Background: an optimization exercise with open tools, aiming at small area and a short achievable clock period. Do not read the settings as production practice.
Function not checked in this run: the RTL went through the layout flow alone.
Power and IR drop assume default switching activity.

<file path="config.mk">
export PLATFORM = sky130hd
export DESIGN_NAME = fp_multiplier
export DESIGN_NICKNAME = fp_multiplier
export VERILOG_FILES = /design/flow/design.v
export SDC_FILE = /design/flow/constraint.sdc
export NUM_CORES = 4
export LEC_CHECK = 0
export CAP_MARGIN = 20
export CORE_MARGIN = 2
export CORE_UTILIZATION = 40
export SLEW_MARGIN = 20
</file>
<file path="constraint.sdc">
create_clock -name core_clock -period 8.0 [get_ports {clk}]
set_input_delay 1.6000 -clock core_clock [delete_from_list [all_inputs] [get_ports {clk}]]
set_output_delay 1.6000 -clock core_clock [all_outputs]
set_load 0.01 [all_outputs]
</file>
<file path="design.v">
module fp_multiplier (
    input         sign,
    input         clk,
    input         rst,
    input  [16:0] a,
    input  [16:0] b,
    output [17:0] out,
    output reg    overflow,
    output reg    underflow
);
  wire [17:0] xa = {sign & a[16], a};
  wire [17:0] yb = {sign & b[16], b};
  wire [8:0] neg_d, one_d, two_d;
  wire [18:0] ybz = {yb, 1'b0};
  genvar gi;
  generate for (gi = 0; gi < 9; gi = gi + 1) begin : benc
    wire y2 = ybz[2*gi+2], y1 = ybz[2*gi+1], y0 = ybz[2*gi];
    assign neg_d[gi] = y2 & ~(y1 & y0);
    assign one_d[gi] = y1 ^ y0;
    assign two_d[gi] = (y2 & ~y1 & ~y0) | (~y2 & y1 & y0);
  end endgenerate
  reg [17:0] xr;
  reg [8:0] negr, oner, twor;
  reg s1;
  always @(posedge clk) begin
    xr <= xa; negr <= neg_d; oner <= one_d; twor <= two_d; s1 <= sign;
  end
  wire pp1, pp2, pp3, pp4, pp5, pp6, pp7, pp8, pp9, pp10, pp11, pp12;
  wire pp13, pp14, pp15, pp16, pp17, pp18, pp19, pp20, pp21, pp22, pp23, pp24;
  wire pp25, pp26, pp27, pp28, pp29, pp30, pp31, pp32, pp33, pp34, pp35, pp36;
  wire pp37, pp38, pp39, pp40, pp41, pp42, pp43, pp44, pp45, pp46, pp47, pp48;
  wire pp49, pp50, pp51, pp52, pp53, pp54, pp55, pp56, pp57, pp58, pp59, pp60;
  wire pp61, pp62, pp63, pp64, pp65, pp66, pp67, pp68, pp69, pp70, pp71, pp72;
  wire pp73, pp74, pp75, pp76, pp77, pp78, pp79, pp80, pp81, pp82, pp83, pp84;
  wire pp85, pp86, pp87, pp88, pp89, pp90, pp91, pp92, pp93, pp94, pp95, pp96;
  wire pp97, pp98, pp99, pp100, pp101, pp102, pp103, pp104, pp105, pp106, pp107, pp108;
  wire pp109, pp110, pp111, pp112, pp113, pp114, pp115, pp116, pp117, pp118, pp119, pp120;
  wire pp121, pp122, pp123, pp124, pp125, pp126, pp127, pp128, pp129, pp130, pp131, pp132;
  wire pp133, pp134, pp135, pp136, pp137, pp138, pp139, pp140, pp141, pp142, pp143, pp144;
  wire pp145, pp146, pp147, pp148, pp149, pp150, pp151, pp152, pp153, pp154, pp155, pp156;
  wire pp157, pp158, pp159, pp160, pp161, pp162, pp163, pp164, pp165, pp166, pp167, pp168;
  wire pp169, pp170, s171, c172, s173, c174, s175, c176, s177, c178, s179, c180;
  wire s181, c182, s183, c184, s185, c186, s187, c188, s189, c190, s191, c192;
  wire s193, c194, s195, c196, s197, c198, s199, c200, s201, c202, s203, c204;
  wire s205, c206, s207, c208, s209, c210, s211, c212, s213, c214, s215, c216;
  wire s217, c218, s219, c220, s221, c222, s223, c224, s225, c226, s227, c228;
  wire s229, c230, s231, c232, s233, c234, s235, c236, s237, c238, s239, c240;
  wire s241, c242, s243, c244, s245, c246, s247, c248, s249, c250, s251, c252;
  wire s253, c254, s255, c256, s257, c258, s259, c260, s261, c262, s263, c264;
  wire s265, c266, s267, c268, s269, c270, s271, c272, s273, c274, s275, c276;
  wire s277, c278, s279, c280, s281, c282, s283, c284, s285, c286, s287, c288;
  wire s289, c290, s291, c292, s293, c294, s295, c296, s297, c298, s299, c300;
  wire s301, c302, s303, c304, s305, c306, s307, c308, s309, c310, s311, c312;
  wire s313, c314, s315, c316, s317, c318, s319, c320, s321, c322, s323, c324;
  wire s325, c326, s327, c328, s329, c330, s331, c332, s333, c334, s335, c336;
  wire s337, c338, s339, c340, s341, c342, s343, c344, s345, c346, s347, c348;
  wire s349, c350, s351, c352, s353, c354, s355, c356, s357, c358, s359, c360;
  wire s361, c362, s363, c364, s365, c366, s367, c368, s369, c370, s371, c372;
  wire s373, c374, s375, c376, s377, c378, s379, c380, s381, c382, s383, c384;
  wire s385, c386, s387, c388, s389, c390, s391, c392, s393, c394, s395, c396;
  wire s397, c398, s399, c400, s401, c402, s403, c404, s405, c406, s407, c408;
  wire s409, c410, s411, c412, s413, c414, s415, c416, s417, c418, s419, c420;
  wire s421, c422, s423, c424, s425, c426, s427, c428, s429, c430, s431, c432;
  wire s433, c434, s435, c436, s437, c438, s439, c440, s441, c442, s443, c444;
  wire s445, c446, s447, c448, s449, c450, s451, c452, s453, c454, s455, c456;
  wire s457, c458, lg459, lp460, lg461, lp462, lg463, lp464, lg465, lp466, lg467, lp468;
  wire lg469, lp470, lg471, lp472, lg473, lp474, lg475, lp476, lg477, lp478, lg479, lp480;
  wire lg481, lp482, lG483, lP484, lG485, lP486, lG487, lP488, lG489, lP490, lG491, lP492;
  wire lG493, lP494, lG495, lP496, lG497, lP498, lG499, lP500, lG501, lP502, lG503, lP504;
  wire lG505, lP506, lG507, lP508, lG509, lP510, lG511, lP512, lG513, lP514, lG515, lP516;
  wire lG517, lP518, lG519, lP520, lG521, lP522, hg524, hp525, hg526, hp527, hg528, hp529;
  wire hg530, hp531, hg532, hp533, hg534, hp535, hg536, hp537, hg538, hp539, hg540, hp541;
  wire hg542, hp543, hg544, hp545, hg546, hp547, hg548, hp549, hg550, hp551, hg552, hp553;
  wire hg554, hp555, hg556, hp557, hg558, hp559, hg560, hp561, hg562, hp563, hg564, hp565;
  wire hg566, hp567, hg568, hp569, hG570, hP571, hG572, hP573, hG574, hP575, hG576, hP577;
  wire hG578, hP579, hG580, hP581, hG582, hP583, hG584, hP585, hG586, hP587, hG588, hP589;
  wire hG590, hP591, hG592, hP593, hG594, hP595, hG596, hP597, hG598, hP599, hG600, hP601;
  wire hG602, hP603, hG604, hP605, hG606, hP607, hG608, hP609, hG610, hP611, hG612, hP613;
  wire hG614, hP615, hG616, hP617, hG618, hP619, hG620, hP621, hG622, hP623, hG624, hP625;
  wire hG626, hP627, hG628, hP629, hG630, hP631, hG632, hP633, hG634, hP635, hG636, hP637;
  wire hG638, hP639, hG640, hP641, hG642, hP643, hG644, hP645, hG646, hP647, hG648, hP649;
  wire hG650, hP651, hG652, hP653, hG654, hP655, hG656, hP657, hG658, hP659, hG660, hP661;
  wire hG662, hP663, hG664, hP665;
  assign pp1 = ((oner[0] & xr[0])) ^ negr[0];
  assign pp2 = ((oner[0] & xr[1]) | (twor[0] & xr[0])) ^ negr[0];
  assign pp3 = ((oner[0] & xr[2]) | (twor[0] & xr[1])) ^ negr[0];
  assign pp4 = ((oner[0] & xr[3]) | (twor[0] & xr[2])) ^ negr[0];
  assign pp5 = ((oner[0] & xr[4]) | (twor[0] & xr[3])) ^ negr[0];
  assign pp6 = ((oner[0] & xr[5]) | (twor[0] & xr[4])) ^ negr[0];
  assign pp7 = ((oner[0] & xr[6]) | (twor[0] & xr[5])) ^ negr[0];
  assign pp8 = ((oner[0] & xr[7]) | (twor[0] & xr[6])) ^ negr[0];
  assign pp9 = ((oner[0] & xr[8]) | (twor[0] & xr[7])) ^ negr[0];
  assign pp10 = ((oner[0] & xr[9]) | (twor[0] & xr[8])) ^ negr[0];
  assign pp11 = ((oner[0] & xr[10]) | (twor[0] & xr[9])) ^ negr[0];
  assign pp12 = ((oner[0] & xr[11]) | (twor[0] & xr[10])) ^ negr[0];
  assign pp13 = ((oner[0] & xr[12]) | (twor[0] & xr[11])) ^ negr[0];
  assign pp14 = ((oner[0] & xr[13]) | (twor[0] & xr[12])) ^ negr[0];
  assign pp15 = ((oner[0] & xr[14]) | (twor[0] & xr[13])) ^ negr[0];
  assign pp16 = ((oner[0] & xr[15]) | (twor[0] & xr[14])) ^ negr[0];
  assign pp17 = ((oner[0] & xr[16]) | (twor[0] & xr[15])) ^ negr[0];
  assign pp18 = ((oner[0] & xr[17]) | (twor[0] & xr[16])) ^ negr[0];
  assign pp19 = ~(((oner[0] & xr[17]) | (twor[0] & xr[17])) ^ negr[0]);
  assign pp20 = ((oner[1] & xr[0])) ^ negr[1];
  assign pp21 = ((oner[1] & xr[1]) | (twor[1] & xr[0])) ^ negr[1];
  assign pp22 = ((oner[1] & xr[2]) | (twor[1] & xr[1])) ^ negr[1];
  assign pp23 = ((oner[1] & xr[3]) | (twor[1] & xr[2])) ^ negr[1];
  assign pp24 = ((oner[1] & xr[4]) | (twor[1] & xr[3])) ^ negr[1];
  assign pp25 = ((oner[1] & xr[5]) | (twor[1] & xr[4])) ^ negr[1];
  assign pp26 = ((oner[1] & xr[6]) | (twor[1] & xr[5])) ^ negr[1];
  assign pp27 = ((oner[1] & xr[7]) | (twor[1] & xr[6])) ^ negr[1];
  assign pp28 = ((oner[1] & xr[8]) | (twor[1] & xr[7])) ^ negr[1];
  assign pp29 = ((oner[1] & xr[9]) | (twor[1] & xr[8])) ^ negr[1];
  assign pp30 = ((oner[1] & xr[10]) | (twor[1] & xr[9])) ^ negr[1];
  assign pp31 = ((oner[1] & xr[11]) | (twor[1] & xr[10])) ^ negr[1];
  assign pp32 = ((oner[1] & xr[12]) | (twor[1] & xr[11])) ^ negr[1];
  assign pp33 = ((oner[1] & xr[13]) | (twor[1] & xr[12])) ^ negr[1];
  assign pp34 = ((oner[1] & xr[14]) | (twor[1] & xr[13])) ^ negr[1];
  assign pp35 = ((oner[1] & xr[15]) | (twor[1] & xr[14])) ^ negr[1];
  assign pp36 = ((oner[1] & xr[16]) | (twor[1] & xr[15])) ^ negr[1];
  assign pp37 = ((oner[1] & xr[17]) | (twor[1] & xr[16])) ^ negr[1];
  assign pp38 = ~(((oner[1] & xr[17]) | (twor[1] & xr[17])) ^ negr[1]);
  assign pp39 = ((oner[2] & xr[0])) ^ negr[2];
  assign pp40 = ((oner[2] & xr[1]) | (twor[2] & xr[0])) ^ negr[2];
  assign pp41 = ((oner[2] & xr[2]) | (twor[2] & xr[1])) ^ negr[2];
  assign pp42 = ((oner[2] & xr[3]) | (twor[2] & xr[2])) ^ negr[2];
  assign pp43 = ((oner[2] & xr[4]) | (twor[2] & xr[3])) ^ negr[2];
  assign pp44 = ((oner[2] & xr[5]) | (twor[2] & xr[4])) ^ negr[2];
  assign pp45 = ((oner[2] & xr[6]) | (twor[2] & xr[5])) ^ negr[2];
  assign pp46 = ((oner[2] & xr[7]) | (twor[2] & xr[6])) ^ negr[2];
  assign pp47 = ((oner[2] & xr[8]) | (twor[2] & xr[7])) ^ negr[2];
  assign pp48 = ((oner[2] & xr[9]) | (twor[2] & xr[8])) ^ negr[2];
  assign pp49 = ((oner[2] & xr[10]) | (twor[2] & xr[9])) ^ negr[2];
  assign pp50 = ((oner[2] & xr[11]) | (twor[2] & xr[10])) ^ negr[2];
  assign pp51 = ((oner[2] & xr[12]) | (twor[2] & xr[11])) ^ negr[2];
  assign pp52 = ((oner[2] & xr[13]) | (twor[2] & xr[12])) ^ negr[2];
  assign pp53 = ((oner[2] & xr[14]) | (twor[2] & xr[13])) ^ negr[2];
  assign pp54 = ((oner[2] & xr[15]) | (twor[2] & xr[14])) ^ negr[2];
  assign pp55 = ((oner[2] & xr[16]) | (twor[2] & xr[15])) ^ negr[2];
  assign pp56 = ((oner[2] & xr[17]) | (twor[2] & xr[16])) ^ negr[2];
  assign pp57 = ~(((oner[2] & xr[17]) | (twor[2] & xr[17])) ^ negr[2]);
  assign pp58 = ((oner[3] & xr[0])) ^ negr[3];
  assign pp59 = ((oner[3] & xr[1]) | (twor[3] & xr[0])) ^ negr[3];
  assign pp60 = ((oner[3] & xr[2]) | (twor[3] & xr[1])) ^ negr[3];
  assign pp61 = ((oner[3] & xr[3]) | (twor[3] & xr[2])) ^ negr[3];
  assign pp62 = ((oner[3] & xr[4]) | (twor[3] & xr[3])) ^ negr[3];
  assign pp63 = ((oner[3] & xr[5]) | (twor[3] & xr[4])) ^ negr[3];
  assign pp64 = ((oner[3] & xr[6]) | (twor[3] & xr[5])) ^ negr[3];
  assign pp65 = ((oner[3] & xr[7]) | (twor[3] & xr[6])) ^ negr[3];
  assign pp66 = ((oner[3] & xr[8]) | (twor[3] & xr[7])) ^ negr[3];
  assign pp67 = ((oner[3] & xr[9]) | (twor[3] & xr[8])) ^ negr[3];
  assign pp68 = ((oner[3] & xr[10]) | (twor[3] & xr[9])) ^ negr[3];
  assign pp69 = ((oner[3] & xr[11]) | (twor[3] & xr[10])) ^ negr[3];
  assign pp70 = ((oner[3] & xr[12]) | (twor[3] & xr[11])) ^ negr[3];
  assign pp71 = ((oner[3] & xr[13]) | (twor[3] & xr[12])) ^ negr[3];
  assign pp72 = ((oner[3] & xr[14]) | (twor[3] & xr[13])) ^ negr[3];
  assign pp73 = ((oner[3] & xr[15]) | (twor[3] & xr[14])) ^ negr[3];
  assign pp74 = ((oner[3] & xr[16]) | (twor[3] & xr[15])) ^ negr[3];
  assign pp75 = ((oner[3] & xr[17]) | (twor[3] & xr[16])) ^ negr[3];
  assign pp76 = ~(((oner[3] & xr[17]) | (twor[3] & xr[17])) ^ negr[3]);
  assign pp77 = ((oner[4] & xr[0])) ^ negr[4];
  assign pp78 = ((oner[4] & xr[1]) | (twor[4] & xr[0])) ^ negr[4];
  assign pp79 = ((oner[4] & xr[2]) | (twor[4] & xr[1])) ^ negr[4];
  assign pp80 = ((oner[4] & xr[3]) | (twor[4] & xr[2])) ^ negr[4];
  assign pp81 = ((oner[4] & xr[4]) | (twor[4] & xr[3])) ^ negr[4];
  assign pp82 = ((oner[4] & xr[5]) | (twor[4] & xr[4])) ^ negr[4];
  assign pp83 = ((oner[4] & xr[6]) | (twor[4] & xr[5])) ^ negr[4];
  assign pp84 = ((oner[4] & xr[7]) | (twor[4] & xr[6])) ^ negr[4];
  assign pp85 = ((oner[4] & xr[8]) | (twor[4] & xr[7])) ^ negr[4];
  assign pp86 = ((oner[4] & xr[9]) | (twor[4] & xr[8])) ^ negr[4];
  assign pp87 = ((oner[4] & xr[10]) | (twor[4] & xr[9])) ^ negr[4];
  assign pp88 = ((oner[4] & xr[11]) | (twor[4] & xr[10])) ^ negr[4];
  assign pp89 = ((oner[4] & xr[12]) | (twor[4] & xr[11])) ^ negr[4];
  assign pp90 = ((oner[4] & xr[13]) | (twor[4] & xr[12])) ^ negr[4];
  assign pp91 = ((oner[4] & xr[14]) | (twor[4] & xr[13])) ^ negr[4];
  assign pp92 = ((oner[4] & xr[15]) | (twor[4] & xr[14])) ^ negr[4];
  assign pp93 = ((oner[4] & xr[16]) | (twor[4] & xr[15])) ^ negr[4];
  assign pp94 = ((oner[4] & xr[17]) | (twor[4] & xr[16])) ^ negr[4];
  assign pp95 = ~(((oner[4] & xr[17]) | (twor[4] & xr[17])) ^ negr[4]);
  assign pp96 = ((oner[5] & xr[0])) ^ negr[5];
  assign pp97 = ((oner[5] & xr[1]) | (twor[5] & xr[0])) ^ negr[5];
  assign pp98 = ((oner[5] & xr[2]) | (twor[5] & xr[1])) ^ negr[5];
  assign pp99 = ((oner[5] & xr[3]) | (twor[5] & xr[2])) ^ negr[5];
  assign pp100 = ((oner[5] & xr[4]) | (twor[5] & xr[3])) ^ negr[5];
  assign pp101 = ((oner[5] & xr[5]) | (twor[5] & xr[4])) ^ negr[5];
  assign pp102 = ((oner[5] & xr[6]) | (twor[5] & xr[5])) ^ negr[5];
  assign pp103 = ((oner[5] & xr[7]) | (twor[5] & xr[6])) ^ negr[5];
  assign pp104 = ((oner[5] & xr[8]) | (twor[5] & xr[7])) ^ negr[5];
  assign pp105 = ((oner[5] & xr[9]) | (twor[5] & xr[8])) ^ negr[5];
  assign pp106 = ((oner[5] & xr[10]) | (twor[5] & xr[9])) ^ negr[5];
  assign pp107 = ((oner[5] & xr[11]) | (twor[5] & xr[10])) ^ negr[5];
  assign pp108 = ((oner[5] & xr[12]) | (twor[5] & xr[11])) ^ negr[5];
  assign pp109 = ((oner[5] & xr[13]) | (twor[5] & xr[12])) ^ negr[5];
  assign pp110 = ((oner[5] & xr[14]) | (twor[5] & xr[13])) ^ negr[5];
  assign pp111 = ((oner[5] & xr[15]) | (twor[5] & xr[14])) ^ negr[5];
  assign pp112 = ((oner[5] & xr[16]) | (twor[5] & xr[15])) ^ negr[5];
  assign pp113 = ((oner[5] & xr[17]) | (twor[5] & xr[16])) ^ negr[5];
  assign pp114 = ~(((oner[5] & xr[17]) | (twor[5] & xr[17])) ^ negr[5]);
  assign pp115 = ((oner[6] & xr[0])) ^ negr[6];
  assign pp116 = ((oner[6] & xr[1]) | (twor[6] & xr[0])) ^ negr[6];
  assign pp117 = ((oner[6] & xr[2]) | (twor[6] & xr[1])) ^ negr[6];
  assign pp118 = ((oner[6] & xr[3]) | (twor[6] & xr[2])) ^ negr[6];
  assign pp119 = ((oner[6] & xr[4]) | (twor[6] & xr[3])) ^ negr[6];
  assign pp120 = ((oner[6] & xr[5]) | (twor[6] & xr[4])) ^ negr[6];
  assign pp121 = ((oner[6] & xr[6]) | (twor[6] & xr[5])) ^ negr[6];
  assign pp122 = ((oner[6] & xr[7]) | (twor[6] & xr[6])) ^ negr[6];
  assign pp123 = ((oner[6] & xr[8]) | (twor[6] & xr[7])) ^ negr[6];
  assign pp124 = ((oner[6] & xr[9]) | (twor[6] & xr[8])) ^ negr[6];
  assign pp125 = ((oner[6] & xr[10]) | (twor[6] & xr[9])) ^ negr[6];
  assign pp126 = ((oner[6] & xr[11]) | (twor[6] & xr[10])) ^ negr[6];
  assign pp127 = ((oner[6] & xr[12]) | (twor[6] & xr[11])) ^ negr[6];
  assign pp128 = ((oner[6] & xr[13]) | (twor[6] & xr[12])) ^ negr[6];
  assign pp129 = ((oner[6] & xr[14]) | (twor[6] & xr[13])) ^ negr[6];
  assign pp130 = ((oner[6] & xr[15]) | (twor[6] & xr[14])) ^ negr[6];
  assign pp131 = ((oner[6] & xr[16]) | (twor[6] & xr[15])) ^ negr[6];
  assign pp132 = ((oner[6] & xr[17]) | (twor[6] & xr[16])) ^ negr[6];
  assign pp133 = ~(((oner[6] & xr[17]) | (twor[6] & xr[17])) ^ negr[6]);
  assign pp134 = ((oner[7] & xr[0])) ^ negr[7];
  assign pp135 = ((oner[7] & xr[1]) | (twor[7] & xr[0])) ^ negr[7];
  assign pp136 = ((oner[7] & xr[2]) | (twor[7] & xr[1])) ^ negr[7];
  assign pp137 = ((oner[7] & xr[3]) | (twor[7] & xr[2])) ^ negr[7];
  assign pp138 = ((oner[7] & xr[4]) | (twor[7] & xr[3])) ^ negr[7];
  assign pp139 = ((oner[7] & xr[5]) | (twor[7] & xr[4])) ^ negr[7];
  assign pp140 = ((oner[7] & xr[6]) | (twor[7] & xr[5])) ^ negr[7];
  assign pp141 = ((oner[7] & xr[7]) | (twor[7] & xr[6])) ^ negr[7];
  assign pp142 = ((oner[7] & xr[8]) | (twor[7] & xr[7])) ^ negr[7];
  assign pp143 = ((oner[7] & xr[9]) | (twor[7] & xr[8])) ^ negr[7];
  assign pp144 = ((oner[7] & xr[10]) | (twor[7] & xr[9])) ^ negr[7];
  assign pp145 = ((oner[7] & xr[11]) | (twor[7] & xr[10])) ^ negr[7];
  assign pp146 = ((oner[7] & xr[12]) | (twor[7] & xr[11])) ^ negr[7];
  assign pp147 = ((oner[7] & xr[13]) | (twor[7] & xr[12])) ^ negr[7];
  assign pp148 = ((oner[7] & xr[14]) | (twor[7] & xr[13])) ^ negr[7];
  assign pp149 = ((oner[7] & xr[15]) | (twor[7] & xr[14])) ^ negr[7];
  assign pp150 = ((oner[7] & xr[16]) | (twor[7] & xr[15])) ^ negr[7];
  assign pp151 = ((oner[7] & xr[17]) | (twor[7] & xr[16])) ^ negr[7];
  assign pp152 = ~(((oner[7] & xr[17]) | (twor[7] & xr[17])) ^ negr[7]);
  assign pp153 = ((oner[8] & xr[0])) ^ negr[8];
  assign pp154 = ((oner[8] & xr[1]) | (twor[8] & xr[0])) ^ negr[8];
  assign pp155 = ((oner[8] & xr[2]) | (twor[8] & xr[1])) ^ negr[8];
  assign pp156 = ((oner[8] & xr[3]) | (twor[8] & xr[2])) ^ negr[8];
  assign pp157 = ((oner[8] & xr[4]) | (twor[8] & xr[3])) ^ negr[8];
  assign pp158 = ((oner[8] & xr[5]) | (twor[8] & xr[4])) ^ negr[8];
  assign pp159 = ((oner[8] & xr[6]) | (twor[8] & xr[5])) ^ negr[8];
  assign pp160 = ((oner[8] & xr[7]) | (twor[8] & xr[6])) ^ negr[8];
  assign pp161 = ((oner[8] & xr[8]) | (twor[8] & xr[7])) ^ negr[8];
  assign pp162 = ((oner[8] & xr[9]) | (twor[8] & xr[8])) ^ negr[8];
  assign pp163 = ((oner[8] & xr[10]) | (twor[8] & xr[9])) ^ negr[8];
  assign pp164 = ((oner[8] & xr[11]) | (twor[8] & xr[10])) ^ negr[8];
  assign pp165 = ((oner[8] & xr[12]) | (twor[8] & xr[11])) ^ negr[8];
  assign pp166 = ((oner[8] & xr[13]) | (twor[8] & xr[12])) ^ negr[8];
  assign pp167 = ((oner[8] & xr[14]) | (twor[8] & xr[13])) ^ negr[8];
  assign pp168 = ((oner[8] & xr[15]) | (twor[8] & xr[14])) ^ negr[8];
  assign pp169 = ((oner[8] & xr[16]) | (twor[8] & xr[15])) ^ negr[8];
  assign pp170 = ((oner[8] & xr[17]) | (twor[8] & xr[16])) ^ negr[8];
  assign s171 = negr[8] ^ pp17;
  assign c172 = negr[8] & pp17;
  assign s173 = pp18 ^ pp35;
  assign c174 = pp18 & pp35;
  assign s175 = 1'b1 ^ pp19 ^ pp36;
  assign c176 = (1'b1 & pp19) | (pp36 & (1'b1 ^ pp19));
  assign s177 = 1'b1 ^ pp37;
  assign c178 = 1'b1 & pp37;
  assign s179 = negr[5] ^ pp11;
  assign c180 = negr[5] & pp11;
  assign s181 = pp12 ^ pp29;
  assign c182 = pp12 & pp29;
  assign s183 = negr[6] ^ pp13 ^ pp30;
  assign c184 = (negr[6] & pp13) | (pp30 & (negr[6] ^ pp13));
  assign s185 = pp47 ^ pp64;
  assign c186 = pp47 & pp64;
  assign s187 = pp14 ^ pp31 ^ pp48;
  assign c188 = (pp14 & pp31) | (pp48 & (pp14 ^ pp31));
  assign s189 = pp65 ^ pp82;
  assign c190 = pp65 & pp82;
  assign s191 = negr[7] ^ pp15 ^ pp32;
  assign c192 = (negr[7] & pp15) | (pp32 & (negr[7] ^ pp15));
  assign s193 = pp49 ^ pp66 ^ pp83;
  assign c194 = (pp49 & pp66) | (pp83 & (pp49 ^ pp66));
  assign s195 = pp100 ^ pp117;
  assign c196 = pp100 & pp117;
  assign s197 = pp16 ^ pp33 ^ pp50;
  assign c198 = (pp16 & pp33) | (pp50 & (pp16 ^ pp33));
  assign s199 = pp67 ^ pp84 ^ pp101;
  assign c200 = (pp67 & pp84) | (pp101 & (pp67 ^ pp84));
  assign s201 = pp118 ^ pp135;
  assign c202 = pp118 & pp135;
  assign s203 = pp34 ^ pp51 ^ pp68;
  assign c204 = (pp34 & pp51) | (pp68 & (pp34 ^ pp51));
  assign s205 = pp85 ^ pp102 ^ pp119;
  assign c206 = (pp85 & pp102) | (pp119 & (pp85 ^ pp102));
  assign s207 = pp136 ^ pp153 ^ s171;
  assign c208 = (pp136 & pp153) | (s171 & (pp136 ^ pp153));
  assign s209 = pp52 ^ pp69 ^ pp86;
  assign c210 = (pp52 & pp69) | (pp86 & (pp52 ^ pp69));
  assign s211 = pp103 ^ pp120 ^ pp137;
  assign c212 = (pp103 & pp120) | (pp137 & (pp103 ^ pp120));
  assign s213 = pp154 ^ c172 ^ s173;
  assign c214 = (pp154 & c172) | (s173 & (pp154 ^ c172));
  assign s215 = pp53 ^ pp70 ^ pp87;
  assign c216 = (pp53 & pp70) | (pp87 & (pp53 ^ pp70));
  assign s217 = pp104 ^ pp121 ^ pp138;
  assign c218 = (pp104 & pp121) | (pp138 & (pp104 ^ pp121));
  assign s219 = pp155 ^ c174 ^ s175;
  assign c220 = (pp155 & c174) | (s175 & (pp155 ^ c174));
  assign s221 = pp54 ^ pp71 ^ pp88;
  assign c222 = (pp54 & pp71) | (pp88 & (pp54 ^ pp71));
  assign s223 = pp105 ^ pp122 ^ pp139;
  assign c224 = (pp105 & pp122) | (pp139 & (pp105 ^ pp122));
  assign s225 = pp156 ^ s177 ^ c176;
  assign c226 = (pp156 & s177) | (c176 & (pp156 ^ s177));
  assign s227 = pp38 ^ pp55 ^ pp72;
  assign c228 = (pp38 & pp55) | (pp72 & (pp38 ^ pp55));
  assign s229 = pp89 ^ pp106 ^ pp123;
  assign c230 = (pp89 & pp106) | (pp123 & (pp89 ^ pp106));
  assign s231 = pp140 ^ pp157 ^ c178;
  assign c232 = (pp140 & pp157) | (c178 & (pp140 ^ pp157));
  assign s233 = 1'b1 ^ pp56 ^ pp73;
  assign c234 = (1'b1 & pp56) | (pp73 & (1'b1 ^ pp56));
  assign s235 = pp90 ^ pp107 ^ pp124;
  assign c236 = (pp90 & pp107) | (pp124 & (pp90 ^ pp107));
  assign s237 = pp141 ^ pp158;
  assign c238 = pp141 & pp158;
  assign s239 = pp57 ^ pp74 ^ pp91;
  assign c240 = (pp57 & pp74) | (pp91 & (pp57 ^ pp74));
  assign s241 = pp108 ^ pp125 ^ pp142;
  assign c242 = (pp108 & pp125) | (pp142 & (pp108 ^ pp125));
  assign s243 = 1'b1 ^ pp75 ^ pp92;
  assign c244 = (1'b1 & pp75) | (pp92 & (1'b1 ^ pp75));
  assign s245 = pp109 ^ pp126;
  assign c246 = pp109 & pp126;
  assign s247 = pp76 ^ pp93 ^ pp110;
  assign c248 = (pp76 & pp93) | (pp110 & (pp76 ^ pp93));
  assign s249 = 1'b1 ^ pp94;
  assign c250 = 1'b1 & pp94;
  assign s251 = negr[3] ^ pp7;
  assign c252 = negr[3] & pp7;
  assign s253 = pp8 ^ pp25;
  assign c254 = pp8 & pp25;
  assign s255 = negr[4] ^ pp9 ^ pp26;
  assign c256 = (negr[4] & pp9) | (pp26 & (negr[4] ^ pp9));
  assign s257 = pp43 ^ pp60;
  assign c258 = pp43 & pp60;
  assign s259 = pp10 ^ pp27 ^ pp44;
  assign c260 = (pp10 & pp27) | (pp44 & (pp10 ^ pp27));
  assign s261 = pp61 ^ pp78;
  assign c262 = pp61 & pp78;
  assign s263 = pp28 ^ pp45 ^ pp62;
  assign c264 = (pp28 & pp45) | (pp62 & (pp28 ^ pp45));
  assign s265 = pp79 ^ pp96 ^ s179;
  assign c266 = (pp79 & pp96) | (s179 & (pp79 ^ pp96));
  assign s267 = pp46 ^ pp63 ^ pp80;
  assign c268 = (pp46 & pp63) | (pp80 & (pp46 ^ pp63));
  assign s269 = pp97 ^ c180 ^ s181;
  assign c270 = (pp97 & c180) | (s181 & (pp97 ^ c180));
  assign s271 = pp81 ^ pp98 ^ pp115;
  assign c272 = (pp81 & pp98) | (pp115 & (pp81 ^ pp98));
  assign s273 = c182 ^ s185 ^ s183;
  assign c274 = (c182 & s185) | (s183 & (c182 ^ s185));
  assign s275 = pp99 ^ pp116 ^ c186;
  assign c276 = (pp99 & pp116) | (c186 & (pp99 ^ pp116));
  assign s277 = s189 ^ c184 ^ s187;
  assign c278 = (s189 & c184) | (s187 & (s189 ^ c184));
  assign s279 = pp134 ^ c190 ^ s195;
  assign c280 = (pp134 & c190) | (s195 & (pp134 ^ c190));
  assign s281 = c188 ^ s191 ^ s193;
  assign c282 = (c188 & s191) | (s193 & (c188 ^ s191));
  assign s283 = c196 ^ s201 ^ c192;
  assign c284 = (c196 & s201) | (c192 & (c196 ^ s201));
  assign s285 = c194 ^ s197 ^ s199;
  assign c286 = (c194 & s197) | (s199 & (c194 ^ s197));
  assign s287 = c202 ^ c198 ^ c200;
  assign c288 = (c202 & c198) | (c200 & (c202 ^ c198));
  assign s289 = s203 ^ s205 ^ s207;
  assign c290 = (s203 & s205) | (s207 & (s203 ^ s205));
  assign s291 = c204 ^ c206 ^ s209;
  assign c292 = (c204 & c206) | (s209 & (c204 ^ c206));
  assign s293 = s211 ^ c208 ^ s213;
  assign c294 = (s211 & c208) | (s213 & (s211 ^ c208));
  assign s295 = c210 ^ c212 ^ s215;
  assign c296 = (c210 & c212) | (s215 & (c210 ^ c212));
  assign s297 = s217 ^ c214 ^ s219;
  assign c298 = (s217 & c214) | (s219 & (s217 ^ c214));
  assign s299 = c216 ^ c218 ^ s221;
  assign c300 = (c216 & c218) | (s221 & (c216 ^ c218));
  assign s301 = s223 ^ c220 ^ s225;
  assign c302 = (s223 & c220) | (s225 & (s223 ^ c220));
  assign s303 = c222 ^ c224 ^ s227;
  assign c304 = (c222 & c224) | (s227 & (c222 ^ c224));
  assign s305 = s229 ^ s231 ^ c226;
  assign c306 = (s229 & s231) | (c226 & (s229 ^ s231));
  assign s307 = s237 ^ c228 ^ c230;
  assign c308 = (s237 & c228) | (c230 & (s237 ^ c228));
  assign s309 = s233 ^ s235 ^ c232;
  assign c310 = (s233 & s235) | (c232 & (s233 ^ s235));
  assign s311 = pp159 ^ c238 ^ c234;
  assign c312 = (pp159 & c238) | (c234 & (pp159 ^ c238));
  assign s313 = c236 ^ s239 ^ s241;
  assign c314 = (c236 & s239) | (s241 & (c236 ^ s239));
  assign s315 = pp143 ^ pp160 ^ s245;
  assign c316 = (pp143 & pp160) | (s245 & (pp143 ^ pp160));
  assign s317 = c240 ^ c242 ^ s243;
  assign c318 = (c240 & c242) | (s243 & (c240 ^ c242));
  assign s319 = pp127 ^ pp144 ^ pp161;
  assign c320 = (pp127 & pp144) | (pp161 & (pp127 ^ pp144));
  assign s321 = c246 ^ c244 ^ s247;
  assign c322 = (c246 & c244) | (s247 & (c246 ^ c244));
  assign s323 = pp111 ^ pp128 ^ pp145;
  assign c324 = (pp111 & pp128) | (pp145 & (pp111 ^ pp128));
  assign s325 = pp162 ^ s249 ^ c248;
  assign c326 = (pp162 & s249) | (c248 & (pp162 ^ s249));
  assign s327 = pp95 ^ pp112 ^ pp129;
  assign c328 = (pp95 & pp112) | (pp129 & (pp95 ^ pp112));
  assign s329 = pp146 ^ pp163 ^ c250;
  assign c330 = (pp146 & pp163) | (c250 & (pp146 ^ pp163));
  assign s331 = 1'b1 ^ pp113 ^ pp130;
  assign c332 = (1'b1 & pp113) | (pp130 & (1'b1 ^ pp113));
  assign s333 = pp147 ^ pp164;
  assign c334 = pp147 & pp164;
  assign s335 = pp114 ^ pp131 ^ pp148;
  assign c336 = (pp114 & pp131) | (pp148 & (pp114 ^ pp131));
  assign s337 = 1'b1 ^ pp132;
  assign c338 = 1'b1 & pp132;
  assign s339 = negr[2] ^ pp5;
  assign c340 = negr[2] & pp5;
  assign s341 = pp6 ^ pp23;
  assign c342 = pp6 & pp23;
  assign s343 = pp24 ^ pp41 ^ pp58;
  assign c344 = (pp24 & pp41) | (pp58 & (pp24 ^ pp41));
  assign s345 = pp42 ^ pp59 ^ c252;
  assign c346 = (pp42 & pp59) | (c252 & (pp42 ^ pp59));
  assign s347 = pp77 ^ c254 ^ s257;
  assign c348 = (pp77 & c254) | (s257 & (pp77 ^ c254));
  assign s349 = c258 ^ s261 ^ c256;
  assign c350 = (c258 & s261) | (c256 & (c258 ^ s261));
  assign s351 = c262 ^ c260 ^ s263;
  assign c352 = (c262 & c260) | (s263 & (c262 ^ c260));
  assign s353 = c264 ^ s267 ^ c266;
  assign c354 = (c264 & s267) | (c266 & (c264 ^ s267));
  assign s355 = c268 ^ s271 ^ c270;
  assign c356 = (c268 & s271) | (c270 & (c268 ^ s271));
  assign s357 = c272 ^ s275 ^ c274;
  assign c358 = (c272 & s275) | (c274 & (c272 ^ s275));
  assign s359 = c276 ^ s279 ^ c278;
  assign c360 = (c276 & s279) | (c278 & (c276 ^ s279));
  assign s361 = c280 ^ c282 ^ s283;
  assign c362 = (c280 & c282) | (s283 & (c280 ^ c282));
  assign s363 = c284 ^ c286 ^ s287;
  assign c364 = (c284 & c286) | (s287 & (c284 ^ c286));
  assign s365 = c288 ^ s291 ^ c290;
  assign c366 = (c288 & s291) | (c290 & (c288 ^ s291));
  assign s367 = c292 ^ s295 ^ c294;
  assign c368 = (c292 & s295) | (c294 & (c292 ^ s295));
  assign s369 = c296 ^ s299 ^ c298;
  assign c370 = (c296 & s299) | (c298 & (c296 ^ s299));
  assign s371 = c300 ^ s303 ^ s305;
  assign c372 = (c300 & s303) | (s305 & (c300 ^ s303));
  assign s373 = c304 ^ s307 ^ s309;
  assign c374 = (c304 & s307) | (s309 & (c304 ^ s307));
  assign s375 = c308 ^ s311 ^ s313;
  assign c376 = (c308 & s311) | (s313 & (c308 ^ s311));
  assign s377 = s315 ^ c312 ^ c314;
  assign c378 = (s315 & c312) | (c314 & (s315 ^ c312));
  assign s379 = s319 ^ c316 ^ c318;
  assign c380 = (s319 & c316) | (c318 & (s319 ^ c316));
  assign s381 = c320 ^ s323 ^ c322;
  assign c382 = (c320 & s323) | (c322 & (c320 ^ s323));
  assign s383 = c324 ^ s327 ^ s329;
  assign c384 = (c324 & s327) | (s329 & (c324 ^ s327));
  assign s385 = s333 ^ c328 ^ s331;
  assign c386 = (s333 & c328) | (s331 & (s333 ^ c328));
  assign s387 = pp165 ^ c334 ^ c332;
  assign c388 = (pp165 & c334) | (c332 & (pp165 ^ c334));
  assign s389 = pp149 ^ pp166 ^ s337;
  assign c390 = (pp149 & pp166) | (s337 & (pp149 ^ pp166));
  assign s391 = pp133 ^ pp150 ^ pp167;
  assign c392 = (pp133 & pp150) | (pp167 & (pp133 ^ pp150));
  assign s393 = 1'b1 ^ pp151;
  assign c394 = 1'b1 & pp151;
  assign s395 = negr[1] ^ pp3;
  assign c396 = negr[1] & pp3;
  assign s397 = pp4 ^ pp21;
  assign c398 = pp4 & pp21;
  assign s399 = pp22 ^ pp39 ^ s339;
  assign c400 = (pp22 & pp39) | (s339 & (pp22 ^ pp39));
  assign s401 = pp40 ^ c340 ^ s341;
  assign c402 = (pp40 & c340) | (s341 & (pp40 ^ c340));
  assign s403 = c342 ^ s251 ^ s343;
  assign c404 = (c342 & s251) | (s343 & (c342 ^ s251));
  assign s405 = s253 ^ c344 ^ s345;
  assign c406 = (s253 & c344) | (s345 & (s253 ^ c344));
  assign s407 = s255 ^ c346 ^ s347;
  assign c408 = (s255 & c346) | (s347 & (s255 ^ c346));
  assign s409 = s259 ^ c348 ^ s349;
  assign c410 = (s259 & c348) | (s349 & (s259 ^ c348));
  assign s411 = s265 ^ c350 ^ s351;
  assign c412 = (s265 & c350) | (s351 & (s265 ^ c350));
  assign s413 = s269 ^ c352 ^ s353;
  assign c414 = (s269 & c352) | (s353 & (s269 ^ c352));
  assign s415 = s273 ^ c354 ^ s355;
  assign c416 = (s273 & c354) | (s355 & (s273 ^ c354));
  assign s417 = s277 ^ c356 ^ s357;
  assign c418 = (s277 & c356) | (s357 & (s277 ^ c356));
  assign s419 = s281 ^ c358 ^ s359;
  assign c420 = (s281 & c358) | (s359 & (s281 ^ c358));
  assign s421 = s285 ^ c360 ^ s361;
  assign c422 = (s285 & c360) | (s361 & (s285 ^ c360));
  assign s423 = s289 ^ c362 ^ s363;
  assign c424 = (s289 & c362) | (s363 & (s289 ^ c362));
  assign s425 = s293 ^ c364 ^ s365;
  assign c426 = (s293 & c364) | (s365 & (s293 ^ c364));
  assign s427 = s297 ^ c366 ^ s367;
  assign c428 = (s297 & c366) | (s367 & (s297 ^ c366));
  assign s429 = s301 ^ c368 ^ s369;
  assign c430 = (s301 & c368) | (s369 & (s301 ^ c368));
  assign s431 = c302 ^ s371 ^ c370;
  assign c432 = (c302 & s371) | (c370 & (c302 ^ s371));
  assign s433 = c306 ^ s373 ^ c372;
  assign c434 = (c306 & s373) | (c372 & (c306 ^ s373));
  assign s435 = c310 ^ s375 ^ c374;
  assign c436 = (c310 & s375) | (c374 & (c310 ^ s375));
  assign s437 = s317 ^ c376 ^ s377;
  assign c438 = (s317 & c376) | (s377 & (s317 ^ c376));
  assign s439 = s321 ^ c378 ^ s379;
  assign c440 = (s321 & c378) | (s379 & (s321 ^ c378));
  assign s441 = s325 ^ c380 ^ s381;
  assign c442 = (s325 & c380) | (s381 & (s325 ^ c380));
  assign s443 = c326 ^ s383 ^ c382;
  assign c444 = (c326 & s383) | (c382 & (c326 ^ s383));
  assign s445 = c330 ^ s385 ^ c384;
  assign c446 = (c330 & s385) | (c384 & (c330 ^ s385));
  assign s447 = s335 ^ c386 ^ s387;
  assign c448 = (s335 & c386) | (s387 & (s335 ^ c386));
  assign s449 = c336 ^ s389 ^ c388;
  assign c450 = (c336 & s389) | (c388 & (c336 ^ s389));
  assign s451 = c338 ^ s391 ^ c390;
  assign c452 = (c338 & s391) | (c390 & (c338 ^ s391));
  assign s453 = pp168 ^ s393 ^ c392;
  assign c454 = (pp168 & s393) | (c392 & (pp168 ^ s393));
  assign s455 = pp152 ^ pp169 ^ c394;
  assign c456 = (pp152 & pp169) | (c394 & (pp152 ^ pp169));
  assign s457 = 1'b1 ^ pp170;
  assign c458 = 1'b1 & pp170;
  assign lg459 = (negr[0] & pp1);
  assign lp460 = (negr[0] ^ pp1);
  assign lg461 = (pp2 & 1'b0);
  assign lp462 = (pp2 ^ 1'b0);
  assign lg463 = (s395 & pp20);
  assign lp464 = (s395 ^ pp20);
  assign lg465 = (c396 & s397);
  assign lp466 = (c396 ^ s397);
  assign lg467 = (c398 & s399);
  assign lp468 = (c398 ^ s399);
  assign lg469 = (c400 & s401);
  assign lp470 = (c400 ^ s401);
  assign lg471 = (c402 & s403);
  assign lp472 = (c402 ^ s403);
  assign lg473 = (c404 & s405);
  assign lp474 = (c404 ^ s405);
  assign lg475 = (c406 & s407);
  assign lp476 = (c406 ^ s407);
  assign lg477 = (c408 & s409);
  assign lp478 = (c408 ^ s409);
  assign lg479 = (c410 & s411);
  assign lp480 = (c410 ^ s411);
  assign lg481 = (c412 & s413);
  assign lp482 = (c412 ^ s413);
  assign lG483 = lg461 | (lp462 & lg459);
  assign lP484 = lp462 & lp460;
  assign lG485 = lg465 | (lp466 & lg463);
  assign lP486 = lp466 & lp464;
  assign lG487 = lg469 | (lp470 & lg467);
  assign lP488 = lp470 & lp468;
  assign lG489 = lg473 | (lp474 & lg471);
  assign lP490 = lp474 & lp472;
  assign lG491 = lg477 | (lp478 & lg475);
  assign lP492 = lp478 & lp476;
  assign lG493 = lg481 | (lp482 & lg479);
  assign lP494 = lp482 & lp480;
  assign lG495 = lg463 | (lp464 & lG483);
  assign lP496 = lp464 & lP484;
  assign lG497 = lG485 | (lP486 & lG483);
  assign lP498 = lP486 & lP484;
  assign lG499 = lg471 | (lp472 & lG487);
  assign lP500 = lp472 & lP488;
  assign lG501 = lG489 | (lP490 & lG487);
  assign lP502 = lP490 & lP488;
  assign lG503 = lg479 | (lp480 & lG491);
  assign lP504 = lp480 & lP492;
  assign lG505 = lG493 | (lP494 & lG491);
  assign lP506 = lP494 & lP492;
  assign lG507 = lg467 | (lp468 & lG497);
  assign lP508 = lp468 & lP498;
  assign lG509 = lG487 | (lP488 & lG497);
  assign lP510 = lP488 & lP498;
  assign lG511 = lG499 | (lP500 & lG497);
  assign lP512 = lP500 & lP498;
  assign lG513 = lG501 | (lP502 & lG497);
  assign lP514 = lP502 & lP498;
  assign lG515 = lg475 | (lp476 & lG513);
  assign lP516 = lp476 & lP514;
  assign lG517 = lG491 | (lP492 & lG513);
  assign lP518 = lP492 & lP514;
  assign lG519 = lG503 | (lP504 & lG513);
  assign lP520 = lP504 & lP514;
  assign lG521 = lG505 | (lP506 & lG513);
  assign lP522 = lP506 & lP514;
  wire [11:0] plow = {(lp482 ^ lG519), (lp480 ^ lG517), (lp478 ^ lG515), (lp476 ^ lG513), (lp474 ^ lG511), (lp472 ^ lG509), (lp470 ^ lG507), (lp468 ^ lG497), (lp466 ^ lG495), (lp464 ^ lG483), (lp462 ^ lg459), lp460};
  wire ck_w = lG521;
  wire [21:0] ha_w = {c456, c454, c452, c450, c448, c446, c444, c442, c440, c438, c436, c434, c432, c430, c428, c426, c424, c422, c420, c418, c416, c414};
  wire [21:0] hb_w = {s457, s455, s453, s451, s449, s447, s445, s443, s441, s439, s437, s435, s433, s431, s429, s427, s425, s423, s421, s419, s417, s415};
  reg [21:0] ra, rb;
  reg lor, land, ck, s2, rst_d;
  always @(posedge clk) begin
    ra <= ha_w; rb <= hb_w; s2 <= s1; rst_d <= rst;
    lor <= |plow; land <= &plow; ck <= ck_w;
  end
  assign hg524 = (ck & ck);
  assign hp525 = (ck ^ ck);
  assign hg526 = (ra[0] & rb[0]);
  assign hp527 = (ra[0] ^ rb[0]);
  assign hg528 = (ra[1] & rb[1]);
  assign hp529 = (ra[1] ^ rb[1]);
  assign hg530 = (ra[2] & rb[2]);
  assign hp531 = (ra[2] ^ rb[2]);
  assign hg532 = (ra[3] & rb[3]);
  assign hp533 = (ra[3] ^ rb[3]);
  assign hg534 = (ra[4] & rb[4]);
  assign hp535 = (ra[4] ^ rb[4]);
  assign hg536 = (ra[5] & rb[5]);
  assign hp537 = (ra[5] ^ rb[5]);
  assign hg538 = (ra[6] & rb[6]);
  assign hp539 = (ra[6] ^ rb[6]);
  assign hg540 = (ra[7] & rb[7]);
  assign hp541 = (ra[7] ^ rb[7]);
  assign hg542 = (ra[8] & rb[8]);
  assign hp543 = (ra[8] ^ rb[8]);
  assign hg544 = (ra[9] & rb[9]);
  assign hp545 = (ra[9] ^ rb[9]);
  assign hg546 = (ra[10] & rb[10]);
  assign hp547 = (ra[10] ^ rb[10]);
  assign hg548 = (ra[11] & rb[11]);
  assign hp549 = (ra[11] ^ rb[11]);
  assign hg550 = (ra[12] & rb[12]);
  assign hp551 = (ra[12] ^ rb[12]);
  assign hg552 = (ra[13] & rb[13]);
  assign hp553 = (ra[13] ^ rb[13]);
  assign hg554 = (ra[14] & rb[14]);
  assign hp555 = (ra[14] ^ rb[14]);
  assign hg556 = (ra[15] & rb[15]);
  assign hp557 = (ra[15] ^ rb[15]);
  assign hg558 = (ra[16] & rb[16]);
  assign hp559 = (ra[16] ^ rb[16]);
  assign hg560 = (ra[17] & rb[17]);
  assign hp561 = (ra[17] ^ rb[17]);
  assign hg562 = (ra[18] & rb[18]);
  assign hp563 = (ra[18] ^ rb[18]);
  assign hg564 = (ra[19] & rb[19]);
  assign hp565 = (ra[19] ^ rb[19]);
  assign hg566 = (ra[20] & rb[20]);
  assign hp567 = (ra[20] ^ rb[20]);
  assign hg568 = (ra[21] & rb[21]);
  assign hp569 = (ra[21] ^ rb[21]);
  assign hG570 = hg526 | (hp527 & hg524);
  assign hP571 = hp527 & hp525;
  assign hG572 = hg530 | (hp531 & hg528);
  assign hP573 = hp531 & hp529;
  assign hG574 = hg534 | (hp535 & hg532);
  assign hP575 = hp535 & hp533;
  assign hG576 = hg538 | (hp539 & hg536);
  assign hP577 = hp539 & hp537;
  assign hG578 = hg542 | (hp543 & hg540);
  assign hP579 = hp543 & hp541;
  assign hG580 = hg546 | (hp547 & hg544);
  assign hP581 = hp547 & hp545;
  assign hG582 = hg550 | (hp551 & hg548);
  assign hP583 = hp551 & hp549;
  assign hG584 = hg554 | (hp555 & hg552);
  assign hP585 = hp555 & hp553;
  assign hG586 = hg558 | (hp559 & hg556);
  assign hP587 = hp559 & hp557;
  assign hG588 = hg562 | (hp563 & hg560);
  assign hP589 = hp563 & hp561;
  assign hG590 = hg566 | (hp567 & hg564);
  assign hP591 = hp567 & hp565;
  assign hG592 = hg528 | (hp529 & hG570);
  assign hP593 = hp529 & hP571;
  assign hG594 = hG572 | (hP573 & hG570);
  assign hP595 = hP573 & hP571;
  assign hG596 = hg536 | (hp537 & hG574);
  assign hP597 = hp537 & hP575;
  assign hG598 = hG576 | (hP577 & hG574);
  assign hP599 = hP577 & hP575;
  assign hG600 = hg544 | (hp545 & hG578);
  assign hP601 = hp545 & hP579;
  assign hG602 = hG580 | (hP581 & hG578);
  assign hP603 = hP581 & hP579;
  assign hG604 = hg552 | (hp553 & hG582);
  assign hP605 = hp553 & hP583;
  assign hG606 = hG584 | (hP585 & hG582);
  assign hP607 = hP585 & hP583;
  assign hG608 = hg560 | (hp561 & hG586);
  assign hP609 = hp561 & hP587;
  assign hG610 = hG588 | (hP589 & hG586);
  assign hP611 = hP589 & hP587;
  assign hG612 = hg568 | (hp569 & hG590);
  assign hP613 = hp569 & hP591;
  assign hG614 = hg532 | (hp533 & hG594);
  assign hP615 = hp533 & hP595;
  assign hG616 = hG574 | (hP575 & hG594);
  assign hP617 = hP575 & hP595;
  assign hG618 = hG596 | (hP597 & hG594);
  assign hP619 = hP597 & hP595;
  assign hG620 = hG598 | (hP599 & hG594);
  assign hP621 = hP599 & hP595;
  assign hG622 = hg548 | (hp549 & hG602);
  assign hP623 = hp549 & hP603;
  assign hG624 = hG582 | (hP583 & hG602);
  assign hP625 = hP583 & hP603;
  assign hG626 = hG604 | (hP605 & hG602);
  assign hP627 = hP605 & hP603;
  assign hG628 = hG606 | (hP607 & hG602);
  assign hP629 = hP607 & hP603;
  assign hG630 = hg564 | (hp565 & hG610);
  assign hP631 = hp565 & hP611;
  assign hG632 = hG590 | (hP591 & hG610);
  assign hP633 = hP591 & hP611;
  assign hG634 = hG612 | (hP613 & hG610);
  assign hP635 = hP613 & hP611;
  assign hG636 = hg540 | (hp541 & hG620);
  assign hP637 = hp541 & hP621;
  assign hG638 = hG578 | (hP579 & hG620);
  assign hP639 = hP579 & hP621;
  assign hG640 = hG600 | (hP601 & hG620);
  assign hP641 = hP601 & hP621;
  assign hG642 = hG602 | (hP603 & hG620);
  assign hP643 = hP603 & hP621;
  assign hG644 = hG622 | (hP623 & hG620);
  assign hP645 = hP623 & hP621;
  assign hG646 = hG624 | (hP625 & hG620);
  assign hP647 = hP625 & hP621;
  assign hG648 = hG626 | (hP627 & hG620);
  assign hP649 = hP627 & hP621;
  assign hG650 = hG628 | (hP629 & hG620);
  assign hP651 = hP629 & hP621;
  assign hG652 = hg556 | (hp557 & hG650);
  assign hP653 = hp557 & hP651;
  assign hG654 = hG586 | (hP587 & hG650);
  assign hP655 = hP587 & hP651;
  assign hG656 = hG608 | (hP609 & hG650);
  assign hP657 = hP609 & hP651;
  assign hG658 = hG610 | (hP611 & hG650);
  assign hP659 = hP611 & hP651;
  assign hG660 = hG630 | (hP631 & hG650);
  assign hP661 = hP631 & hP651;
  assign hG662 = hG632 | (hP633 & hG650);
  assign hP663 = hP633 & hP651;
  assign hG664 = hG634 | (hP635 & hG650);
  assign hP665 = hP635 & hP651;
  wire [33:12] ph = {(hp569 ^ hG662), (hp567 ^ hG660), (hp565 ^ hG658), (hp563 ^ hG656), (hp561 ^ hG654), (hp559 ^ hG652), (hp557 ^ hG650), (hp555 ^ hG648), (hp553 ^ hG646), (hp551 ^ hG644), (hp549 ^ hG642), (hp547 ^ hG640), (hp545 ^ hG638), (hp543 ^ hG636), (hp541 ^ hG620), (hp539 ^ hG618), (hp537 ^ hG616), (hp535 ^ hG614), (hp533 ^ hG594), (hp531 ^ hG592), (hp529 ^ hG570), (hp527 ^ hg524)};
  wire neg = s2 & ph[33];
  wire ovf_w = neg ? ~&ph[33:25] : |ph[33:24];
  wire unf_w = neg ? ~(&ph[15:12] & land) : (|ph[15:12] | lor);
  wire clr = rst | rst_d;
  reg [17:0] out_r;
  always @(posedge clk) begin
    out_r     <= clr ? 18'd0 : ph[31:14];
    overflow  <= clr ? 1'b0 : ovf_w;
    underflow <= clr ? 1'b0 : unf_w;
  end
  assign out = out_r;
endmodule
</file>
<file path="run.sh">
#!/bin/bash
# synth_recipe.tcl (not shown) runs the flow's synth.tcl, then flattens the netlist and writes it again
# the make line also repeats each setting of config.mk as NAME=value (left out here)
make -C /OpenROAD-flow-scripts/flow DESIGN_CONFIG=/design/flow/config.mk WORK_HOME=/design/flow/orfs CLKGATE_MAP_FILE= SYNTH_SCRIPT=/design/flow/synth_recipe.tcl finish
</file>
==> notes.md <==
[through the flow]
stage	power, mW	hold WS, ns	cell area, um^2	util (%)	worst slack, ns
after global routing	4.71	0.446	11500	45.7	3.26
final	4.24	0.447	11500	45.7	3.67
after global placement	3.45	0.419	11000	43.4	3.85
after detailed placement	3.52	0.420	11000	43.4	3.66
after CTS	4.28	0.437	11500	45.7	3.65
after floorplan	2.83	0.310	10300	-	3.95
[cells in the final DEF (no fill, tap or decap), types with 17 or more instances in the layout]
master / instances
sky130_fd_sc_hd__xnor2_1: 86
sky130_fd_sc_hd__nor2_1: 30
sky130_fd_sc_hd__clkdlybuf4s50_1: 56
sky130_fd_sc_hd__o21ai_0: 17
sky130_fd_sc_hd__dfxtp_1: 112
sky130_fd_sc_hd__fa_1: 124
sky130_fd_sc_hd__inv_1: 146
sky130_fd_sc_hd__ha_1: 62
sky130_fd_sc_hd__nand2_1: 37
sky130_fd_sc_hd__xor2_1: 107
sky130_fd_sc_hd__a22oi_1: 153
sky130_fd_sc_hd__clkbuf_16: 17
[flip-flops by register name, summed over array words and instances, names as in the netlist]
register and count:
ra 22, xr 18, twor 9, land 1
underflow 1, negr 9, out_r 18, overflow 1
rb 22, lor 1, oner 9, ck 1
rst_d 1, s1 1, s2 1
[worst max-delay path by stage]
stage,cells past startpoint,end
final,16,land
after global placement,16,land
after floorplan,13,land
after detailed placement,15,land
after CTS,16,land
after global routing,16,land
[area by class of cell]
class	instances	area (um^2)
Clock buffer	19	443
Clock inverter	13	126
Fill cell	2435	13700
Inverter	146	548
Multi-Input combinational cell	706	7100
Sequential cell	115	2310
Tap cell	330	413
Timing Repair Buffer	61	598
[cell families after synthesis]
| logic type | count (synthesis) |
|---|---|
| flops | 115 |
| fa+ha+maj | 186 |
| buf+inv | 238 |
| xor+xnor | 194 |
| compound gates | 210 |
| simple gates | 116 |
[cells in the mapped netlist (all sizes together) (2+ instances only)]
master	number	area, um^2
nor4	2	12.5
nand4b	2	17.5
ha	62	776
and2	10	66.3
buf	25	93.8
nor3	7	35.0
xnor2	87	769
o21ai	20	100
nor2b	9	56.3
inv	146	548
dfxtp	115	2300
or2	3	18.8
o21bai	4	33.8
a22oi	153	1150
a21o	5	37.5
nand2	37	139
and3	2	12.5
nor2	30	113
a211o	2	17.5
clkbuf	67	251
a21oi	14	73.8
nor4b	2	17.5
fa	124	2480
a31oi	3	33.8
nor3b	2	20.0
nand4	4	31.3
xor2	107	937
nand3	4	25.0
o221ai	2	17.5
[metal layers]
metal  track usage, %  vias up  routed length (um)
met5                0        -                   0
met3             4.47       35                2180
met2             27.0      329               10400
met4             6.09        0                 511
met1             28.9     3438               11600
li1                 -     3430                   -
[critical path, cell delays in order, from the launching register on]
cell	delay, ns
sky130_fd_sc_hd__dfxtp_1	0.81
sky130_fd_sc_hd__a22oi_1	0.21
sky130_fd_sc_hd__xnor2_1	0.17
sky130_fd_sc_hd__ha_1	0.31
sky130_fd_sc_hd__inv_1	0.04
sky130_fd_sc_hd__fa_1	0.52
sky130_fd_sc_hd__inv_1	0.06
sky130_fd_sc_hd__ha_1	0.27
sky130_fd_sc_hd__inv_1	0.05
sky130_fd_sc_hd__o21bai_1	0.07
sky130_fd_sc_hd__a21oi_1	0.30
sky130_fd_sc_hd__o21bai_1	0.10
sky130_fd_sc_hd__a21oi_1	0.27
sky130_fd_sc_hd__fa_1	0.46
sky130_fd_sc_hd__nor3_1	0.21
sky130_fd_sc_hd__nand4_1	0.11
sky130_fd_sc_hd__nor4_1	0.25
[where the power goes]
part | internal, mW | switching, mW
Sequential | 0.769 | 0.146
Clock | 0.439 | 0.304
Combinational | 1.16 | 1.42
==> impl_table.tex <==
\begin{tabular}{lr}
\hline
Metric & Value \\
\hline
\multicolumn{2}{l}{\textbf{Placed design}} \\
Placed instance count & 1358 \\
Count of port buffers added during placement & 56 \\
Post-detail-place hpwl & approximately 18 mm \\
Final GP Congestion & 0.860 \\
\multicolumn{2}{l}{\textbf{Run}} \\
Max-cap violation count & 0 \\
\multicolumn{2}{l}{\textbf{Clock network}} \\
Number of buffers inserted to repair setup after CTS & 0 \\
Buffer levels on the longest clock path & 2 \\
TritonCTS clock tree & done \\
Total of cells resized after clock tree synthesis & 0 \\
Cts-stage hold buffer count & 0 \\
Clock insertion delay at the later pin of the skew report & 0.42 ns \\
CTS H-Tree Depth & 4 \\
Cell chosen for the clock root & sky130\_fd\_sc\_hd\_\_clkbuf\_16 \\
CTS clk-pin slew, worst paths & 0.06 ns \\
Total CTS buffers & 17 \\
Total clock sinks & 115 \\
\multicolumn{2}{l}{\textbf{Worst hold path}} \\
Min-Delay Endpoint & s2 \\
Launch instance of the worst min-delay path & s1 \\
Worst Hold Depth & 0 \\
Class of the worst hold path & reg -> reg \\
\multicolumn{2}{l}{\textbf{Critical path}} \\
Reg2reg path depth & 16 \\
Beginning of the critical path & xr[3] \\
Data arrival time of the critical path & 4.65 ns \\
Critical path capture point type & flop \\
Kind of launch point of the worst setup path & flop \\
Internal reg-to-reg setup slack & $\sim$3.7 ns \\
Category of the critical setup timing path & reg -> reg \\
Maximum fanout along the worst path & 18 \\
Reg2reg start & xr[3] \\
Worst reg2reg path endpoint & land \\
Critical path required time & 8.32 ns \\
\multicolumn{2}{l}{\textbf{STA}} \\
Upper clock frequency limit & about 0.23 GHz \\
Fraction of the cycle the final worst path needs & between 50\% and 60\% \\
Total Negative Setup Slacks & 0 ns \\
Setup repair after global routing missed its margin & no \\
Pins Over Slew Limit & 0 \\
Hold Violations, Final & 0 \\
Final-report setup violation count & 0 \\
Fin crit period & 4.33 ns \\
Max transition margin & between 20\% and 30\% \\
Clock skew after layout & 0.0144 ns \\
Actual slew at the worst max-slew pin & 1.06 ns \\
\multicolumn{2}{l}{\textbf{Detailed routing}} \\
Via density & 5.20 \\
Detailed-router iteration count before antenna repair & 6 \\
Iter 0 DRT Violations & about 760 \\
Average wire per standard cell & 17.7 um \\
Number of DRC violations after detailed routing & 0 \\
Total number of vias & 7232 \\
Final wirelength & 24.7 mm \\
Remaining antenna violation count after routing & 0 \\
\multicolumn{2}{l}{\textbf{Cells and area}} \\
Number of diodes added for antenna fixing & 0 \\
Count of placed standard cells in the final layout, fillers left out & 1390 \\
Layout net count & about 1300 \\
Area Growth Syn to Fin & 12.0\% \\
Share of layout cells above drive strength 1 & 5.09\% \\
\multicolumn{2}{l}{\textbf{Yosys}} \\
Combinational family with the most area after synthesis & adder cells \\
Distinct cells, synth & 49 \\
Post-Syn Area & 10300 um\^{}2 \\
Proportion of synthesized chip area in sequential cells & 22.4\% \\
Yosys reg bits & 115 \\
EDFF count, synth & 0 \\
Nets in the synthesized netlist & 1282 \\
Simple-gate portion of the synthesized area & under 10\% \\
Mux contribution to synthesized area & 0\% \\
Number of instances in the synthesized netlist & 1059 \\
Number of warnings issued by yosys & 1 \\
Async set or reset register ratio after synthesis & 0\% \\
Xor and xnor fraction of the mapped netlist area & 16.6\% \\
Adder-cell share of the synthesized area & a little under a third \\
Ys flop type & sky130\_fd\_sc\_hd\_\_dfxtp\_1 \\
Compound-Gate Fraction of Synth Area & 15.1\% \\
Average size of a mapped cell & 9.72 um\^{}2 \\
\multicolumn{2}{l}{\textbf{Floorplan}} \\
Initial core utilization & around two fifths \\
Area of the core region & 25300 um\^{}2 \\
Die width & 164 um \\
Die Ht & 164 um \\
Placement row count & 58 \\
Total Die Area & 27000 um\^{}2 \\
Number of placed I/O pins & 57 \\
\multicolumn{2}{l}{\textbf{Power and ir drop}} \\
Static leakage & 4.94 nW \\
Power density normalized to cell area & 368 nW/um\^{}2 \\
Peak supply drop & 146 uV \\
\multicolumn{2}{l}{\textbf{Global route}} \\
Antenna violations before repair & 0 \\
Number of global-route vias before repair & 7118 \\
Largest net degree at the start of global routing & 21 \\
Global-route usage over all layers & 19.2\% \\
Total congestion overflow after global routing & 0 \\
First-pass GRT wire length & around 40 mm \\
\multicolumn{2}{l}{\textbf{Status}} \\
Result of the run & timing/DRC/antenna clean \\
\hline
\end{tabular}

-- re-timing with driven ports --
The flow's constraints put no driver on any port. The routed layout listed below was extracted and timed again, unchanged, in two steps.
Step 1 assumes that a clkbuf_16 drives the clock port and a buf_2 every other input.
Step 2, shift: input delay + t, output delay - t, t = (earliest + latest rising clock arrival at the registers) / 2. This alone moves slack from input paths to output paths.
Slacks: ideal ports / drivers / drivers and shift; pairs: ideal ports / drivers.
shift t [ns]: 0.462
slack for setup (ns): 3.667 / 3.667 / 3.667
worst setup path after step 2: register to register
pins driven straight from the clock port: 1
After both steps setup and hold are still met in this run. For this run, drivers alone change the setup slack by 0.000 ns; drivers and shift together by 0.000 ns.
